From an optimization exercise on the open Yosys and OpenROAD flow, aimed at small area; shortcuts taken in it are not production practice. In this exercise RTL edits were held to simulation tests only and were not proved equivalent to the original. The flow treats the clock pin as an ideal source. Dropping or thinning the clock tree relies on that and would not hold on a real chip. Power figures rest on the tool's default switching activity, not on a simulated workload.

// main
module main (
    input wire clk,
    input wire reset,
    input wire Entry_sensor,
    input wire Exit_sensor,
    input wire [1:0] Exit_parking,
    output wire Full_light,
    output wire Door_Open_light,
    output reg [3:0] parkings,
    output [4:0] seven_seg,
    output [7:0] seg_data
);
For scale: ~250 cells after synthesis, roughly 44 flip-flops, roughly 25 I/O pins.
make LEC_CHECK=0 CAP_MARGIN=20 CORE_MARGIN=2 CORE_UTILIZATION=40 SLEW_MARGIN=20 finish   # period 10.0 ns
run.sh (not shown) runs the stock make flow with config.mk's settings and CLKGATE_MAP_FILE= SYNTH_SCRIPT=/design/flow/synth_recipe.tcl, a recipe that flattens the netlist after the stock synthesis.
Rerun with:
==> flow/flow/run.sh (new file) <==
#!/bin/bash
# Own layout flow: the standard flow (standard.sh) with three changes:
#  - synthesis maps logic with an area-oriented abc script (flow/area_synth.tcl,
#    flow/area.abc) and without ORFS's adder extraction; registers are unchanged;
#  - ports are buffered with sky130_fd_sc_hd__buf_1;
#  - clock tree synthesis runs with the options in flow/cts.args.
# make's full output goes to flow.log in the work folder; ORFS keeps each
# step's own log under orfs/logs/.
set -euo pipefail
here=$(pwd)
export AREA_ABC_SCRIPT="$here/flow/area.abc"
bash standard.sh \
  "SYNTH_SCRIPT=$here/flow/area_synth.tcl" \
  "ADDER_MAP_FILE=" \
  "BUFFER_PORTS_ARGS=-buffer_cell sky130_fd_sc_hd__buf_1" \
  "CTS_ARGS=$(cat "$here/flow/cts.args")" \
  finish > "$here/flow.log" 2>&1
==> flow/flow/area.abc (new file) <==
&get -n
&st
&dch -f
&if -K 4
&st
&dch -f
&nf -R 1000
&put
==> flow/flow/area_synth.tcl (new file) <==
# The standard synthesis script, with one change: abc maps the logic with
# an area-oriented script (flow/area.abc) instead of ORFS's speed script.
# Registers are mapped before abc runs, so they are the standard synthesis's.
proc synth {args} { yosys synth -nofsm -noshare {*}$args }
proc abc {args} {
  set i [lsearch -exact $args -script]
  if {$i >= 0} { lset args [expr {$i + 1}] $::env(AREA_ABC_SCRIPT) }
  yosys abc {*}$args
}
source $::env(SCRIPTS_DIR)/synth.tcl
# left out here: clear keep_hierarchy, flatten, clean up, hide names made inside functions, write 1_2_yosys.v
==> flow/flow/cts.args (new file) <==
-dont_use_dummy_load -buf_list sky130_fd_sc_hd__clkbuf_4 -root_buf sky130_fd_sc_hd__clkbuf_4
==> flow/standard.sh (new file) <==
#!/bin/bash
# synth_recipe.tcl (not shown) runs the flow's synth.tcl, then flattens the netlist and writes it again
# the make line also repeats each setting of config.mk as NAME=value (left out here)
make -C /OpenROAD-flow-scripts/flow DESIGN_CONFIG=/design/flow/config.mk WORK_HOME=/design/flow/orfs CLKGATE_MAP_FILE= SYNTH_SCRIPT=/design/flow/synth_recipe.tcl "${@:-finish}"
removed: flow/run.sh
Effect: Count of clock-buffer cells in the layout is unchanged. Power shrinks by about 4%. Cell area shrinks by about 15%. Area after synthesis fell by 9.4%. Critical path depth increases by 1. Cell count goes down by about 6%. Sequential power increases by about 2%. Register-to-register slack gets worse by 0.20 ns. Setup slack is better by 0.50 ns. Synthesized cell count came out lower by 8.5%. Via count came out lower by 8.8%.
Rerun with:
==> flow/flow/cts.args (replaced) <==
-sink_clustering_enable -sink_clustering_size 50 -sink_clustering_max_diameter 500 -dont_use_dummy_load -buf_list sky130_fd_sc_hd__clkbuf_16 -root_buf sky130_fd_sc_hd__clkbuf_16
=> Worst setup slack gains 0.062 ns. Critical path depth is unchanged. Clock power increases by about 100%. Utilization went up by 1.8 points. Cell count does not change. Via count stays flat. Sequential power stays flat. Combinational power is about the same. Design area is higher by about 4%.
Rerun with:
==> flow/flow/run.sh (replaced) <==
#!/bin/bash
set -euo pipefail
here=$(pwd)
export AREA_ABC_SCRIPT="$here/flow/area.abc"
bash standard.sh \
  "SYNTH_SCRIPT=$here/flow/area_synth.tcl" \
  "ADDER_MAP_FILE=" \
  "BUFFER_PORTS_ARGS=-buffer_cell sky130_fd_sc_hd__buf_1" \
  finish > "$here/flow.log" 2>&1
removed: flow/flow/cts.args
Outcome:
- The changed run completed without violations
- power stays flat
- critical path depth stays the same
- worst hold slack improves by 0.0075 ns
- synthesized cell count does not change
- die area does not change
- via count is about the same
- final area hardly moves
- final cell count is higher by 0.95%
- worst setup slack gets worse by 0.0058 ns
Rerun with:
--- a/flow/flow/run.sh
+++ b/flow/flow/run.sh
@@ -1,3 +1,10 @@
 #!/bin/bash
+# Own layout flow: the standard flow (standard.sh) with three changes:
+#  - synthesis maps logic with an area-oriented abc script (flow/area_synth.tcl,
+#    flow/area.abc) and without ORFS's adder extraction; registers are unchanged;
+#  - ports are buffered with sky130_fd_sc_hd__buf_1;
+#  - clock tree synthesis runs with the options in flow/cts.args.
+# make's full output goes to flow.log in the work folder; ORFS keeps each
+# step's own log under orfs/logs/.
 set -euo pipefail
 here=$(pwd)
@@ -7,3 +14,4 @@
   "ADDER_MAP_FILE=" \
   "BUFFER_PORTS_ARGS=-buffer_cell sky130_fd_sc_hd__buf_1" \
+  "CTS_ARGS=$(cat "$here/flow/cts.args")" \
   finish > "$here/flow.log" 2>&1
==> flow/flow/cts.args (new file) <==
-sink_clustering_enable -repair_clock_nets -dont_use_dummy_load -buf_list sky130_fd_sc_hd__clkbuf_8
Result: Critical path depth is unchanged. Global-route usage is about the same. Wire length drops by 0.33%. Sequential power hardly moves. Cell area drops by 2.5%. Via count drops by 0.62%. Die area does not change. Clock skew climbs by 0.0067 ns. Count of clock-buffer cells in the layout drops by 2.

The RTL this note starts from:
==> flow/design.v <==
`timescale 1ns / 1ps
module main (
    input wire clk,
    input wire reset,
    input wire Entry_sensor,
    input wire Exit_sensor,
    input wire [1:0] Exit_parking,
    output wire Full_light,
    output wire Door_Open_light,
    output reg [3:0] parkings,
    output [4:0] seven_seg,
    output [7:0] seg_data
);
  localparam IDLE_F = 3'b000, IDLE_D = 3'b010, CHECK_ENTRY = 3'b001, CHECK_EXIT = 3'b011,
             FULL_0 = 3'b101, FULL = 3'b100, DOOR_0 = 3'b111, DOOR = 3'b110;
  reg [2:0] state;
  reg [11:0] cnt;             
  reg [5:0] blocks;           
  reg full_phase, door_phase;
  reg [9:0] refresh_counter;
  reg [1:0] digit_select;
  reg started;
  wire [3:0] sel;
  reg [2:0] shown;
  wire timing = state[2] & ~state[0];
  wire door = state[1];
  wire in_full = timing & ~door;
  wire in_door = timing & door;
  assign Full_light = blocks[0] & ~door;
  assign Door_Open_light = blocks[0] & door;
  wire wrap = cnt[9] & cnt[8] & cnt[7] & cnt[5] &
              (door ? (cnt[6] & cnt[3]) : (cnt[11] & cnt[10]));
  wire period_end = cnt[9] & cnt[8] & cnt[7] & cnt[4] &
      (door ? (door_phase ? (blocks[5] & blocks[3] & cnt[2] & cnt[1])
                          : (blocks[5] & blocks[2] & blocks[1] & blocks[0] & cnt[5] & cnt[3] & cnt[2] & cnt[1] & cnt[0]))
            : (full_phase ? (blocks[2] & blocks[1] & cnt[11] & cnt[10] & cnt[1])
                          : (blocks[2] & blocks[0] & cnt[11] & cnt[10] & cnt[3] & cnt[0])));
  wire [11:0] start = door ? (door_phase ? 12'd960 : 12'd0) : (full_phase ? 12'd3994 : 12'd0);
  reg [2:0] next_state;
  reg [3:0] next_parkings;
  always @(*) begin
    next_state = state;
    next_parkings = parkings;
    case (state)
      IDLE_F, IDLE_D: begin
        if (~Entry_sensor) next_state = CHECK_ENTRY;
        else if (~Exit_sensor) next_state = CHECK_EXIT;
      end
      CHECK_ENTRY: begin
        next_parkings = parkings | {&parkings[2:0], &parkings[1:0], parkings[0], 1'b1};
        next_state = (&parkings) ? FULL_0 : DOOR_0;
      end
      CHECK_EXIT: begin
        next_parkings = parkings & ~(4'b0001 << Exit_parking);
        next_state = parkings[Exit_parking] ? DOOR_0 : IDLE_D;
      end
      FULL_0: next_state = FULL;
      DOOR_0: next_state = DOOR;
      FULL: if (period_end) next_state = IDLE_F;
      DOOR: if (period_end) next_state = IDLE_D;
      default: next_state = IDLE_F;
    endcase
  end
  always @(posedge clk or posedge reset) begin
    if (reset) parkings <= 4'b0000;
    else parkings <= next_parkings;
  end
  always @(posedge clk) begin
    if (reset) state <= IDLE_F;
    else state <= next_state;
  end
  always @(posedge clk) begin
    if (timing) cnt <= wrap ? 12'd0 : cnt + 12'd1;
    else cnt <= start;
  end
  wire [5:0] next_blocks = timing ? blocks + {5'd0, wrap} : 6'd0;
  always @(posedge clk or posedge reset) begin
    if (reset) blocks[0] <= 1'b0;
    else blocks[0] <= next_blocks[0];
  end
  always @(posedge clk) blocks[5:1] <= next_blocks[5:1];
  always @(posedge clk) begin
    if (reset) begin
      full_phase <= 1'b0;
      door_phase <= 1'b0;
    end else begin
      if (in_full & period_end) full_phase <= ~full_phase;
      if (in_door & period_end) door_phase <= ~door_phase;
    end
  end
  wire tick = refresh_counter == 10'd496;
  wire strobe_free = refresh_counter == 10'd248;
  wire strobe_location = refresh_counter == 10'd124;
  always @(posedge clk) begin
    if (reset | tick) refresh_counter <= 10'd0;
    else refresh_counter <= {refresh_counter[8:0], ~(refresh_counter[9] ^ refresh_counter[6])};
  end
  always @(posedge clk or posedge reset) begin
    if (reset) begin
      digit_select <= 2'd0;
      started <= 1'b0;
    end else begin
      digit_select <= digit_select + {1'b0, tick};
      started <= started | tick;
    end
  end
  assign sel = {digit_select == 2'd1, digit_select == 2'd2, digit_select == 2'd3,
                started & (digit_select == 2'd0)};
  wire [2:0] free_code, location_code;
  assign free_code[0] = (parkings == 4'd0) | (parkings == 4'd1) | (parkings == 4'd2) | (parkings == 4'd3) | (parkings == 4'd4) | (parkings == 4'd5) | (parkings == 4'd6) | (parkings == 4'd8) | (parkings == 4'd9) | (parkings == 4'd10) | (parkings == 4'd12);
  assign free_code[1] = (parkings == 4'd1) | (parkings == 4'd2) | (parkings == 4'd3) | (parkings == 4'd4) | (parkings == 4'd5) | (parkings == 4'd6) | (parkings == 4'd7) | (parkings == 4'd8) | (parkings == 4'd9) | (parkings == 4'd10) | (parkings == 4'd11) | (parkings == 4'd12) | (parkings == 4'd13) | (parkings == 4'd14);
  assign free_code[2] = (parkings == 4'd3) | (parkings == 4'd5) | (parkings == 4'd6) | (parkings == 4'd9) | (parkings == 4'd10) | (parkings == 4'd12);
  assign location_code[0] = (parkings == 4'd3) | (parkings == 4'd7) | (parkings == 4'd11);
  assign location_code[1] = (parkings == 4'd1) | (parkings == 4'd3) | (parkings == 4'd5) | (parkings == 4'd7) | (parkings == 4'd9) | (parkings == 4'd11) | (parkings == 4'd13) | (parkings == 4'd15);
  assign location_code[2] = (parkings == 4'd3) | (parkings == 4'd11) | (parkings == 4'd15);
  always @(posedge clk) begin
    if (strobe_free && sel[3]) shown <= free_code;
    else if (strobe_location && sel[1]) shown <= location_code;
  end
  assign seven_seg = {1'b0, sel};
  wire [7:0] seg =
    (~(sel[2] | sel[0])) ? 8'b00111111 :
    (shown == 3'd0) ? 8'b00111111 :
    (shown == 3'd1) ? 8'b01100110 :
    (shown == 3'd2) ? 8'b00000110 :
    (shown == 3'd3) ? 8'b01001111 :
    (shown == 3'd4) ? 8'b00000000 :
    (shown == 3'd5) ? 8'b00000000 :
    (shown == 3'd6) ? 8'b01000000 :
    8'b01011011;
  assign seg_data = seg;
endmodule
==> flow/config.mk <==
export PLATFORM = sky130hd
export DESIGN_NAME = main
export DESIGN_NICKNAME = main
export VERILOG_FILES = /design/flow/design.v
export SDC_FILE = /design/flow/constraint.sdc
export NUM_CORES = 4
export LEC_CHECK = 0
export CAP_MARGIN = 20
export CORE_MARGIN = 2
export CORE_UTILIZATION = 40
export PLACE_DENSITY = 0.85
export SLEW_MARGIN = 20
==> flow/constraint.sdc <==
create_clock -name core_clock -period 10.0 [get_ports {clk}]
set_input_delay 2.0000 -clock core_clock [delete_from_list [all_inputs] [get_ports {clk}]]
set_output_delay 2.0000 -clock core_clock [all_outputs]
set_load 0.01 [all_outputs]
standard.sh (not shown) runs the stock make flow with config.mk's settings and CLKGATE_MAP_FILE= SYNTH_SCRIPT=/design/flow/synth_recipe.tcl, a recipe that flattens the netlist after the stock synthesis.
==> flow/flow/run.sh <==
#!/bin/bash
# Own layout flow: the standard flow (standard.sh) with three changes:
#  - synthesis maps logic with an area-oriented abc script (flow/area_synth.tcl,
#    flow/area.abc) and without ORFS's adder extraction; registers are unchanged;
#  - ports are buffered with sky130_fd_sc_hd__buf_1;
#  - clock tree synthesis runs with the options in flow/cts.args.
# make's full output goes to flow.log in the work folder; ORFS keeps each
# step's own log under orfs/logs/.
set -euo pipefail
here=$(pwd)
export AREA_ABC_SCRIPT="$here/flow/area.abc"
bash standard.sh \
  "SYNTH_SCRIPT=$here/flow/area_synth.tcl" \
  "ADDER_MAP_FILE=" \
  "BUFFER_PORTS_ARGS=-buffer_cell sky130_fd_sc_hd__buf_1" \
  "CTS_ARGS=$(cat "$here/flow/cts.args")" \
  finish > "$here/flow.log" 2>&1
==> flow/flow/area.abc <==
&get -n
&st
&dch -f
&if -K 4
&st
&dch -f
&nf -R 1000
&put
==> flow/flow/area_synth.tcl <==
# The standard synthesis script, with one change: abc maps the logic with
# an area-oriented script (flow/area.abc) instead of ORFS's speed script.
# Registers are mapped before abc runs, so they are the standard synthesis's.
proc synth {args} { yosys synth -nofsm -noshare {*}$args }
proc abc {args} {
  set i [lsearch -exact $args -script]
  if {$i >= 0} { lset args [expr {$i + 1}] $::env(AREA_ABC_SCRIPT) }
  yosys abc {*}$args
}
source $::env(SCRIPTS_DIR)/synth.tcl
# left out here: clear keep_hierarchy, flatten, clean up, hide names made inside functions, write 1_2_yosys.v
==> flow/flow/cts.args <==
-dont_use_dummy_load -buf_list sky130_fd_sc_hd__clkbuf_4 -root_buf sky130_fd_sc_hd__clkbuf_4
Edit:
--- a/flow/flow/run.sh
+++ b/flow/flow/run.sh
@@ -4,5 +4,6 @@
 #    flow/area.abc) and without ORFS's adder extraction; registers are unchanged;
 #  - ports are buffered with sky130_fd_sc_hd__buf_1;
-#  - clock tree synthesis runs with the options in flow/cts.args.
+#  - clock tree synthesis runs with the options in flow/cts.args, and
+#    flow/post_cts.tcl then upsizes any clock buffer whose sinks see a slow edge.
 # make's full output goes to flow.log in the work folder; ORFS keeps each
 # step's own log under orfs/logs/.
@@ -15,3 +16,4 @@
   "BUFFER_PORTS_ARGS=-buffer_cell sky130_fd_sc_hd__buf_1" \
   "CTS_ARGS=$(cat "$here/flow/cts.args")" \
+  "POST_CTS_TCL=$here/flow/post_cts.tcl" \
   finish > "$here/flow.log" 2>&1
==> flow/flow/area.abc (replaced) <==
&get -n
&st
&dch -f
&if -K 4
&st
&dch -f
&nf -R 1000
&put
&get -n
&st
&dch -f
&nf -R 1000
&put
==> flow/flow/post_cts.tcl (new file) <==
# Runs at the end of the clock tree step (POST_CTS_TCL): a clock-tree buffer
# whose flip-flops would see a clock edge slower than 110 ps (placement
# estimate) is upsized to clkbuf_8, then placement is legalised again.
estimate_parasitics -placement
set upsized 0
foreach inst [get_cells clkbuf_*] {
  set out [get_pins -of_objects $inst -filter "direction==output"]
  set net [get_nets -of_objects $out]
  set worst 0.0
  foreach pin [get_pins -of_objects $net -filter "direction==input"] {
    foreach edge {rise fall} {
      set s [expr {[sta::time_ui_sta [get_property $pin slew_max_$edge]] * 1e12}]
      if {$s > $worst} { set worst $s }
    }
  }
  puts "clock buffer [get_full_name $inst] [get_property $inst ref_name]: slowest sink edge [format %.1f $worst] ps"
  if {$worst > 110.0} {
    replace_cell $inst sky130_fd_sc_hd__clkbuf_8
    incr upsized
  }
}
puts "upsized $upsized clock buffers"
if {$upsized > 0} {
  detailed_placement
  check_placement -verbose
  estimate_parasitics -placement
}
=> Critical path depth climbs by 1. Setup slack degrades by 25 ps. Global-route usage goes up by 1.0 points. Synthesized cell count stays the same. Routed wire length goes up by 4.1%. First-iteration DRC count falls by 24%. Design area came out lower by 0.42%. Non-clock buffer count does not change.
Edit:
==> flow/flow/run.sh (replaced) <==
#!/bin/bash
set -euo pipefail
here=$(pwd)
export AREA_ABC_SCRIPT="$here/flow/area.abc"
bash standard.sh \
  "SYNTH_SCRIPT=$here/flow/area_synth.tcl" \
  "ADDER_MAP_FILE=" \
  "BUFFER_PORTS_ARGS=-buffer_cell sky130_fd_sc_hd__buf_1" \
  "CTS_ARGS=$(cat "$here/flow/cts.args")" \
  "POST_CTS_TCL=$here/flow/post_cts.tcl" \
  finish > "$here/flow.log" 2>&1
==> flow/flow/area.abc (replaced) <==
&get -n
&st
&dch -f
&if -K 4
&st
&dch -f
&nf -R 1000
&put
&get -n
&st
&dch
&nf -R 1000
&put
==> flow/flow/post_cts.tcl (replaced) <==
# Runs at the end of the clock tree step (POST_CTS_TCL).
# 1. A clock-tree buffer whose flip-flops would see a clock edge slower than
#    110 ps (placement estimate) is upsized to clkbuf_8.
estimate_parasitics -placement
set changed 0
foreach inst [get_cells clkbuf_*] {
  set out [get_pins -of_objects $inst -filter "direction==output"]
  set net [get_nets -of_objects $out]
  set worst 0.0
  foreach pin [get_pins -of_objects $net -filter "direction==input"] {
    foreach edge {rise fall} {
      set s [expr {[sta::time_ui_sta [get_property $pin slew_max_$edge]] * 1e12}]
      if {$s > $worst} { set worst $s }
    }
  }
  puts "clock buffer [get_full_name $inst] [get_property $inst ref_name]: slowest sink edge [format %.1f $worst] ps"
  if {$worst > 110.0} {
    replace_cell $inst sky130_fd_sc_hd__clkbuf_8
    incr changed
  }
}
puts "upsized $changed clock buffers"

set root [get_cells -quiet clkbuf_0_clk]
if {[llength $root] == 1} {
  set in_net [get_nets -of_objects [get_pins clkbuf_0_clk/A]]
  set out_net [get_nets -of_objects [get_pins clkbuf_0_clk/X]]
  set loads [get_pins -of_objects $out_net -filter "direction==input"]
  set port_loads [get_pins -quiet -of_objects $in_net -filter "direction==input"]
  set all_buffers 1
  foreach pin $loads {
    if {![string match "sky130_fd_sc_hd__clkbuf_*" [get_property [get_cells -of_objects $pin] ref_name]]} { set all_buffers 0 }
  }
  if {[get_full_name $in_net] eq "clk" && [llength $port_loads] == 1 && [llength $loads] <= 4 && $all_buffers} {
    foreach pin $loads {
      disconnect_pin $out_net $pin
      connect_pin $in_net $pin
    }
    disconnect_pin $in_net clkbuf_0_clk/A
    delete_instance clkbuf_0_clk
    incr changed
    puts "removed the root clock buffer; the clock port drives [llength $loads] clock buffers"
  }
}

if {$changed > 0} {
  detailed_placement
  check_placement -verbose
  estimate_parasitics -placement
}
After rerunning: Design area hardly moves. Setup slack improved by 98 ps. Maximum frequency came out higher by 2.7%. Global-route usage came out lower by 0.97 points.
Edit:
--- a/flow/flow/run.sh
+++ b/flow/flow/run.sh
@@ -1,3 +1,11 @@
 #!/bin/bash
+# Own layout flow: the standard flow (standard.sh) with three changes:
+#  - synthesis maps logic with an area-oriented abc script (flow/area_synth.tcl,
+#    flow/area.abc) and without ORFS's adder extraction; registers are unchanged;
+#  - ports are buffered with sky130_fd_sc_hd__buf_1;
+#  - clock tree synthesis runs with the options in flow/cts.args, and
+#    flow/post_cts.tcl then upsizes any clock buffer whose sinks see a slow edge.
+# make's full output goes to flow.log in the work folder; ORFS keeps each
+# step's own log under orfs/logs/.
 set -euo pipefail
 here=$(pwd)
==> flow/flow/area.abc (replaced) <==
&get -n
&st
&dch -f
&if -K 4
&st
&dch -f
&nf -R 1000
&put
==> flow/flow/post_cts.tcl (replaced) <==
# Runs at the end of the clock tree step (POST_CTS_TCL): a clock-tree buffer
# whose flip-flops would see a clock edge slower than 110 ps (placement
# estimate) is upsized to clkbuf_8, then placement is legalised again.
estimate_parasitics -placement
set upsized 0
foreach inst [get_cells clkbuf_*] {
  set out [get_pins -of_objects $inst -filter "direction==output"]
  set net [get_nets -of_objects $out]
  set worst 0.0
  foreach pin [get_pins -of_objects $net -filter "direction==input"] {
    foreach edge {rise fall} {
      set s [expr {[sta::time_ui_sta [get_property $pin slew_max_$edge]] * 1e12}]
      if {$s > $worst} { set worst $s }
    }
  }
  puts "clock buffer [get_full_name $inst] [get_property $inst ref_name]: slowest sink edge [format %.1f $worst] ps"
  if {$worst > 110.0} {
    replace_cell $inst sky130_fd_sc_hd__clkbuf_8
    incr upsized
  }
}
puts "upsized $upsized clock buffers"
if {$upsized > 0} {
  detailed_placement
  check_placement -verbose
  estimate_parasitics -placement
}
=> Sequential cell count is unchanged; design area increases slightly; hold slack stays flat; routed wire length goes down by a few percent; global-route usage goes down by 0.12 points; sequential share of layout area is lower by 0.38 points; clock skew stays flat.

what the ideal ports hide:
In the flow no input, the clock included, has a driving cell. The finished layouts below were timed again as built, in two steps. Step 1, drivers: a clkbuf_16 drives clk and a buf_2 each remaining input, both assumed. Step 2, shift: input delay + t, output delay - t, t = (earliest + latest rising clock arrival at the registers) / 2. This alone moves slack from input paths to output paths. a / b / c = ideal / step 1 / step 2; a / b = the first two.
run	shift t [ns]	setup WS [ns]	worst setup path at the end	latest minus earliest clock arrival (ns)
the first run of note 1	0.327	6.146 / 6.119 / 6.446	register to output	0.010 / 0.010
the second run of note 1	0.357	6.645 / 6.618 / 6.743	input to register	0.024 / 0.024
the third run of note 1	0.307	6.707 / 6.674 / 6.725	input to register	0.010 / 0.010
the fourth run of note 1	0.316	6.701 / 6.672 / 6.735	input to register	0.006 / 0.007
the fifth run of note 1	0.309	6.706 / 6.678 / 6.731	input to register	0.012 / 0.013
the first run of note 2	0.360	6.282 / 6.262 / 6.622	register to output	0.020 / 0.020
the second run of note 2	0.371	6.256 / 6.232 / 6.603	register to output	0.028 / 0.028
the third run of note 2	0.197	6.355 / 6.305 / 6.502	register to output	0.026 / 0.026
the fourth run of note 2	0.353	6.323 / 6.304 / 6.621	input to register	0.026 / 0.026
After both steps setup and hold are still met in every run listed.
